Background: an optimization exercise with open tools, aiming at small area, a short achievable clock period and few clock cycles. Do not read the settings as production practice. At most, simulation tests tie the RTL to the original design; equivalence was not proved.

build 97:
==> flow/design.v (excerpt) <==
module sdiv_op #(parameter INPUTS = 2,
		parameter OUTPUTS = 1,
		parameter DATA_IN_SIZE = 32,
		parameter DATA_OUT_SIZE = 32)
		(
		input clk,
		input rst,
		input [INPUTS * (DATA_IN_SIZE)- 1 : 0]data_in_bus,
		input [INPUTS - 1 : 0]valid_in_bus,
		output [INPUTS - 1 : 0] ready_in_bus,
		output [OUTPUTS * (DATA_OUT_SIZE) - 1 : 0]data_out_bus,
		output [OUTPUTS - 1 : 0]valid_out_bus,
		input [OUTPUTS - 1 : 0] ready_out_bus
);
	localparam S_ACC = 4'b0001, S_PRE = 4'b0010, S_SHF = 4'b0100, S_DIV = 4'b1000;
	reg [3:0]  state;
	reg        rdy;       
	reg [1:0]  rin;       
	reg [1:0]  got;       
	reg        ov;        
	reg [31:0] r;         
	reg [31:0] d;         
	reg [31:0] q;         
	reg [4:0]  cnt;       
	reg [4:0]  shr;       
	reg        zq;        
	reg        sa, sb;    
	reg        cin_f;     
	reg        sb_f;      
	wire [1:0] rdy2 = {2{rdy}} & ~got;    
	assign ready_in_bus = rin;
	wire [1:0] fire = valid_in_bus & rdy2;
	wire [1:0] got_n = got | fire;
	wire qfree = ~ov | ready_out_bus[0];
	wire sq = sa ^ sb;
	wire [31:0] ain = data_in_bus[31:0];
	wire [31:0] bin = data_in_bus[63:32];
	wire [31:0] aabs;
	sdiv_abs u_abs (.a(ain), .y(aabs));
	wire [31:0] diff;
	wire qb, rsel;
	wire ren = state[3] | (state[1] & sq & qfree);
	sdiv_sub u_sub (.r(r), .d(d), .cin(cin_f), .en(ren), .diff(diff), .ge(qb), .ge_en(rsel));
	wire take = rdy & (&got_n);
	wire [31:0] d_nx;
	sdiv_dnext u_dn (.ld(rdy2[1]), .ldv(bin ^ {32{bin[31]}}), .shf(state[2]), .fill(sb_f), .s(shr),
		.div(state[3]), .d(d), .y(d_nx));
	wire [4:0] mr, md, sh;
	wire sh_ge;
	sdiv_msb u_mr (.x(r), .m(mr));
	sdiv_msb u_md (.x(d), .m(md));
	sdiv_sub5 u_sh (.r(mr), .d(md), .cin(1'b1), .diff(sh), .ge(sh_ge));
	assign valid_out_bus = ov;
	assign data_out_bus = q;
	reg [3:0] state_n;
  ...
Size: ~100 I/O pins.
Settings: LEC_CHECK=0, CAP_MARGIN=20, CORE_MARGIN=2, CORE_UTILIZATION=55, CTS_BUF_LIST=sky130_fd_sc_hd__clkbuf_4 sky130_fd_sc_hd__clkbuf_8, PLACE_DENSITY=0.65, SETUP_SLACK_MARGIN=2.7, SLEW_MARGIN=20, SYNTH_HIERARCHICAL=1; clock period 5.0 ns.
standard.sh (not shown) runs the stock make flow with config.mk's settings and CLKGATE_MAP_FILE= SYNTH_SCRIPT=/design/flow/synth_recipe.tcl, a recipe that flattens the netlist after the stock synthesis.
==> flow/flow/run.sh <==
#!/bin/bash
# The standard layout, with small plain buffers on the ports instead of the
# delay cells buffer_ports picks by default. Every port still gets a buffer.
set -euo pipefail
export BUFFER_PORTS_ARGS="-buffer_cell sky130_fd_sc_hd__buf_1"
bash standard.sh > standard.log 2>&1
Testbench counts of build 97, summed over its fixed seeds: cycles 16,327.
The following lists how build 63 was set up differently from build 97:
Settings: changing PLACE_DENSITY from 0.65 to 0.6; changing CORE_UTILIZATION from 55 to 45.
Results
- In the flow results for build 97 and build 63, the worst hold slack after final layout is smaller on build 97.
- Measured against each other, build 97 and build 63 differ in post-route minimum period, the higher figure coming from build 63.
- Build 63: fraction of standard cell area in multi-input logic lower than build 97
- Summary — global-route track usage on met2, build 63 relative to build 97: lower, by 6.8 points.
- Summary of build 63 over build 97: final worst-path setup slack lower.
Setup changes, build 63 to build 46
Settings: PLACE_DENSITY: 0.6 -> 0.75; CORE_UTILIZATION: 45 -> 65; SETUP_SLACK_MARGIN: 2.7 -> 2.6.
## What came out
- Area of the die of build 46 falls short of that of build 63 by more than a quarter.
- Changes observed in build 46 relative to build 63: initial antenna violation count fell by 1, cell count has decreased, first-iteration DRC count +41%, sequential share of layout area rose by 0.53 points.
- Starting utilization of the core area, build 46 and build 63: higher on build 46
- A library cell contributing the largest single delay on the critical path of sky130_fd_sc_hd__edfxtp_1 is what build 46 shows, while sky130_fd_sc_hd__dfxtp_2 belongs to build 63.
- Clock-pin slew on the worst setup and hold paths delta (build 63 -> build 46): insignificant
- Build 46 finished all stages; the layout is clean.
- Compared with build 63, placement density in the core of build 46 is higher.
- Build 46: non-clock buffer count lower than build 63
For build 66, these inputs were changed with respect to build 46:
Settings: SETUP_SLACK_MARGIN changed from 2.6 to 2.5.
==> comparison <==
- Summary of build 66 over build 46: wire length of the first global-routing pass went down; layout-stage area growth over the synthesis result went down.
--- input diff build 66..build 41 ---
Settings: changing SETUP_SLACK_MARGIN from 2.5 to 2.8.
Net count reported at finish, build 41 and build 66: larger value in build 41
| end-of-flow core utilization | build 41 vs build 66 | 3.1 points higher |
Relative to build 66, logic depth of the worst path, buffers included decreased by 3 in build 41.
Min worst slack at placement across build 41 and build 66: build 66
The lower count of plain and timing-repair buffers in the layout of build 41 and build 66 is in build 66.
Via count in build 41 vs build 66: up about 3%

* * *

sdiv_op, a different RTL version from the one above (not shown whole).
Size: about 100 I/O pins, about 0.013 mm2 of cells after synthesis.
export LEC_CHECK = 0
export CAP_MARGIN = 20
export CORE_MARGIN = 2
export CORE_UTILIZATION = 65
export CTS_BUF_LIST = sky130_fd_sc_hd__clkbuf_4 sky130_fd_sc_hd__clkbuf_8
export PLACE_DENSITY = 0.75
export SETUP_SLACK_MARGIN = 2.6
export SLEW_MARGIN = 20
export SYNTH_HIERARCHICAL = 1
create_clock -name core_clock -period 5.0 [get_ports {clk}]
Scripts as last shown in full above: flow/flow/run.sh
Rerun with:
- SETUP_SLACK_MARGIN: 2.6 -> 2.7
- The new run completed without violations
- clock skew hardly moves
- sequential share of layout area goes down by 0.20 points
- maximum frequency increases by a few percent
- critical path depth drops by 3
- final area rose by a few percent
No run of this note included a check of the RTL's function; only the layout flow was run.

* * *

Setup of v32:
sdiv_op, a different RTL version from the one above (not shown whole).
For scale: about 1500 cells after synthesis, ~100 I/O pins, ~0.013 sq mm of cells after synthesis.
==> flow/config.mk <==
export PLATFORM = sky130hd
export DESIGN_NAME = sdiv_op
export DESIGN_NICKNAME = sdiv_op
export VERILOG_FILES = /design/flow/design.v
export SDC_FILE = /design/flow/constraint.sdc
export NUM_CORES = 4
export LEC_CHECK = 0
export CAP_MARGIN = 20
export CORE_MARGIN = 2
export CORE_UTILIZATION = 65
export CTS_BUF_LIST = sky130_fd_sc_hd__clkbuf_4 sky130_fd_sc_hd__clkbuf_8
export PLACE_DENSITY = 0.75
export SETUP_SLACK_MARGIN = 2.5
export SLEW_MARGIN = 20
export SYNTH_HIERARCHICAL = 1
==> flow/constraint.sdc <==
create_clock -name core_clock -period 5.0 [get_ports {clk}]
set_input_delay 1.0000 -clock core_clock [delete_from_list [all_inputs] [get_ports {clk}]]
set_output_delay 1.0000 -clock core_clock [all_outputs]
set_load 0.01 [all_outputs]
Scripts as last shown in full above: flow/flow/run.sh
Testbench counts of v32, summed over its fixed seeds: cycles 16,327.
Setup changes, v32 to v15
- SETUP_SLACK_MARGIN now 2.7, was 2.5
Notes after the runs:
Per the final summary, v15 finished and its layout is clean on timing, DRC and antenna.
Of the two candidates, v32 has the worse worst setup margin and v15 the better one.
Diff v15 and v32: post-route clock period utilization higher in v32
Diff v32..v15 | clock-buffer cell count | unchanged
Compared with v32, v15 improves fmax.
Of v15 and v32, the higher minimum clock period belongs to v32.
The relative area of clock buffers and inverters in the final design of v15 and that of v32 are within noise of each other.
Compared with v32, v15 degrades first-pass GRT wire length.
v15 — total routing resource utilization after global routing 2.0 points higher, v32 as reference
In the reports for v15 and v32, the smaller sequential share of cell area belongs to v15.
Relative to v32, smallest hold slack decreased by 11 ps in v15.
v15 vs v32, via count of the first global-routing pass went up by 698.
Input-level comparison between v59 and v15:
- a change of SETUP_SLACK_MARGIN from 2.7 to 2.4
## What came out
The routed wire length number comes out lower for v59 vs v15.
Delta (v59 minus v15): total global-route track usage went down, headroom to the max-slew limit has decreased, proportion of layout cells with a drive suffix above 1 lost 6.3 points.

* * *

The RTL this note starts from:
==> flow/design.v <==
module sdiv_op #(parameter INPUTS = 2,
		parameter OUTPUTS = 1,
		parameter DATA_IN_SIZE = 32,
		parameter DATA_OUT_SIZE = 32)
		(
		input clk,
		input rst,
		input [INPUTS * (DATA_IN_SIZE)- 1 : 0]data_in_bus,
		input [INPUTS - 1 : 0]valid_in_bus,
		output [INPUTS - 1 : 0] ready_in_bus,
		output [OUTPUTS * (DATA_OUT_SIZE) - 1 : 0]data_out_bus,
		output [OUTPUTS - 1 : 0]valid_out_bus,
		input [OUTPUTS - 1 : 0] ready_out_bus
);
	localparam S_ACC = 2'd0, S_PRE = 2'd1, S_SHF = 2'd2, S_DIV = 2'd3;
	reg [1:0]  state;
	reg        rdy;       
	reg [1:0]  rin;       
	reg [1:0]  got;       
	reg        ov;        
	reg [31:0] r;         
	reg [31:0] d;         
	reg [31:0] q;         
	reg [4:0]  cnt;       
	reg        sa, sb;    
	function [4:0] msb;
		input [31:0] x;
		reg [15:0] v1; reg [15:0] p1;
		reg [7:0]  v2; reg [15:0] p2;
		reg [3:0]  v3; reg [11:0] p3;
		reg [1:0]  v4; reg [7:0]  p4;
		integer i;
		begin
			for (i = 0; i < 16; i = i + 1) begin
				v1[i] = x[2*i+1] | x[2*i];
				p1[i] = x[2*i+1];
			end
			for (i = 0; i < 8; i = i + 1) begin
				v2[i] = v1[2*i+1] | v1[2*i];
				p2[2*i +: 2] = v1[2*i+1] ? {1'b1, p1[2*i+1]} : {1'b0, p1[2*i]};
			end
			for (i = 0; i < 4; i = i + 1) begin
				v3[i] = v2[2*i+1] | v2[2*i];
				p3[3*i +: 3] = v2[2*i+1] ? {1'b1, p2[2*(2*i+1) +: 2]} : {1'b0, p2[2*(2*i) +: 2]};
			end
			for (i = 0; i < 2; i = i + 1) begin
				v4[i] = v3[2*i+1] | v3[2*i];
				p4[4*i +: 4] = v3[2*i+1] ? {1'b1, p3[3*(2*i+1) +: 3]} : {1'b0, p3[3*(2*i) +: 3]};
			end
			msb = v4[1] ? {1'b1, p4[7:4]} : {1'b0, p4[3:0]};
		end
	endfunction
	wire [1:0] rdy2 = {2{rdy}} & ~got;    
	assign ready_in_bus = rin;
	wire [1:0] fire = valid_in_bus & rdy2;
	wire [1:0] got_n = got | fire;
	wire qfree = ~ov | ready_out_bus[0];
	wire sq = sa ^ sb;
	wire [31:0] ain = data_in_bus[31:0];
	wire [31:0] bin = data_in_bus[63:32];
	wire [31:0] aabs;
	sdiv_abs u_abs (.a(ain), .y(aabs));
	wire [31:0] diff;
	wire qb;
	sdiv_sub u_sub (.r(r), .d(d), .cin(~sb), .diff(diff), .ge(qb));
	wire take = rdy & (&got_n);
	assign valid_out_bus = ov;
	assign data_out_bus = q;
	reg [1:0] state_n;
	reg       rdy_n, ov_n;
	reg [1:0] got_nx;
	always @* begin
		state_n = state;
		rdy_n = rdy;
		ov_n = ov & ~ready_out_bus[0];
		got_nx = got;
		if (rdy) got_nx = take ? 2'b00 : got_n;
		case (state)
			S_ACC: if (take) begin
				state_n = S_PRE;
				rdy_n = 1'b0;
			end
			S_PRE: if (qfree) begin
				if (~qb) begin
					ov_n = 1'b1;
					state_n = S_ACC;
					rdy_n = 1'b1;
				end else
					state_n = S_SHF;
			end
			S_SHF: begin
				state_n = S_DIV;
				rdy_n = (cnt == 5'd0);
			end
			default: begin
				rdy_n = (cnt == 5'd1);
				if (cnt == 5'd0) begin
					ov_n = 1'b1;
					if (take) state_n = S_PRE;
					else begin
						state_n = S_ACC;
						rdy_n = 1'b1;
					end
				end
			end
		endcase
	end
	always @(posedge clk, posedge rst)
		if (rst) begin
			state <= S_ACC;
			rdy <= 1'b1;
			rin <= 2'b11;
			got <= 2'b00;
			ov <= 1'b0;
		end else begin
			state <= state_n;
			rdy <= rdy_n;
			rin <= {2{rdy_n}} & ~got_nx;
			got <= got_nx;
			ov <= ov_n;
		end
	wire [4:0] cnt_n = msb(r) - msb(d);
	always @(posedge clk) begin
		case (state)
			S_PRE: if (qfree) begin
				cnt <= cnt_n;
				q <= {32{sq & qb}};
				if (sq) r <= diff;
			end
			S_SHF: d <= (d << cnt) | ({32{sb}} >> (6'd32 - {1'b0, cnt}));
			S_DIV: begin
				if (qb) r <= diff;
				q <= {q[30:0], qb ^ sq};
				d <= d >> 1;
				cnt <= cnt - 5'd1;
			end
			default: ;
		endcase
		if (rdy2[0]) begin
			r <= aabs;
			sa <= ain[31];
		end
		if (rdy2[1]) begin
			d <= bin ^ {32{bin[31]}};
			sb <= bin[31];
		end
	end
endmodule
module sdiv_sub (
	input  [31:0] r,
	input  [31:0] d,
	input         cin,
	output [31:0] diff,
	output        ge
);
	reg [31:0] kg, kp, kgn, kpn;
	reg [32:0] cy;
	integer i, s;
	always @* begin
		kg = r & ~d;
		kp = r | ~d;
		for (s = 1; s < 32; s = s * 2) begin
			kgn = kg; kpn = kp;
			for (i = s; i < 32; i = i + 1) begin
				kgn[i] = kg[i] | (kp[i] & kg[i-s]);
				kpn[i] = kp[i] & kp[i-s];
			end
			kg = kgn; kp = kpn;
		end
		cy[0] = cin;
		for (i = 0; i < 32; i = i + 1) cy[i+1] = kg[i] | (kp[i] & cin);
	end
	assign diff = r ^ ~d ^ cy[31:0];
	assign ge = cy[32];
endmodule
module sdiv_abs (
	input  [31:0] a,
	output [31:0] y
);
	reg [31:0] po, pon;
	integer m, t;
	always @* begin
		po = {a[30:0], 1'b0};
		for (t = 1; t < 32; t = t * 2) begin
			pon = po;
			for (m = t; m < 32; m = m + 1) pon[m] = po[m] | po[m-t];
			po = pon;
		end
	end
	assign y = a ^ ({32{a[31]}} & po);
endmodule
Settings: LEC_CHECK=0, CAP_MARGIN=20, CORE_MARGIN=2, CORE_UTILIZATION=45, PLACE_DENSITY=0.6, SETUP_SLACK_MARGIN=2.4, SLEW_MARGIN=20; clock period 5.0 ns.
run.sh (not shown) runs the stock make flow with config.mk's settings and CLKGATE_MAP_FILE= SYNTH_SCRIPT=/design/flow/synth_recipe.tcl, a recipe that flattens the netlist after the stock synthesis.
Stock flow here: none of the scripts above is used.
The baseline passed the timing, design-rule and antenna checks.
Next try:
--- a/flow/config.mk
+++ b/flow/config.mk
@@ -12,2 +12,3 @@
 export SETUP_SLACK_MARGIN = 2.4
 export SLEW_MARGIN = 20
+export SYNTH_HIERARCHICAL = 1
The new run produced a clean layout.
Synthesized cell count goes up by 7.6%.
Synthesized area rises by 10%.
Core utilization rose by 0.89 points.
No functional check of the RTL was part of any run of this note.

-- afterwards: timing with drivers on the ports --
The flow's constraints put no driver on any port. The routed layouts listed below were extracted and timed again, unchanged, in two steps. Step 1, drivers: a clkbuf_16 drives clk and a buf_2 each remaining input, both assumed. Step 2 moves the port delays by t, midway between the first and last clock arrival at a register: inputs arrive t later, outputs are due t later. That takes back most of the time a late clock gives input paths. Three values: ideal, step 1, step 2; two values: the first two.
run	shift t [ns]	slack for setup (ns)	hold slack, ns	worst setup path after step 2	worst slew at a driven data input, ns
build 97	0.508	2.748 / 2.748 / 2.325	0.492 / 0.470 / 0.554	input to register	0.04
build 63	0.484	2.731 / 2.731 / 2.329	0.516 / 0.493 / 0.548	input to register	0.03
build 46	0.512	2.661 / 2.661 / 2.254	0.464 / 0.440 / 0.551	input to register	0.05
build 66	0.512	2.552 / 2.552 / 2.253	0.466 / 0.441 / 0.552	input to register	0.05
build 41	0.513	2.668 / 2.668 / 2.391	0.493 / 0.467 / 0.553	input to register	0.04
the first run of note 2	0.512	2.614 / 2.614 / 2.255	0.495 / 0.467 / 0.495	input to register	0.04
the second run of note 2	0.499	2.705 / 2.705 / 2.369	0.488 / 0.463 / 0.501	input to register	0.04
v32	0.494	2.538 / 2.538 / 2.234	0.498 / 0.476 / 0.552	input to register	0.03
v15	0.514	2.605 / 2.605 / 2.284	0.487 / 0.465 / 0.553	input to register	0.03
v59	0.508	2.465 / 2.465 / 2.233	0.480 / 0.458 / 0.546	input to register	0.04
the first run of note 4	0.414	1.615 / 1.618 / 1.203	0.557 / 0.557 / 0.557	input to register	0.06
the second run of note 4	0.418	1.771 / 1.771 / 1.771	0.550 / 0.550 / 0.550	register to register	0.05
After both steps every run listed still meets setup and hold. For build 97, which loses most, drivers alone change the setup slack by 0.000 ns; drivers and shift together by -0.423 ns.
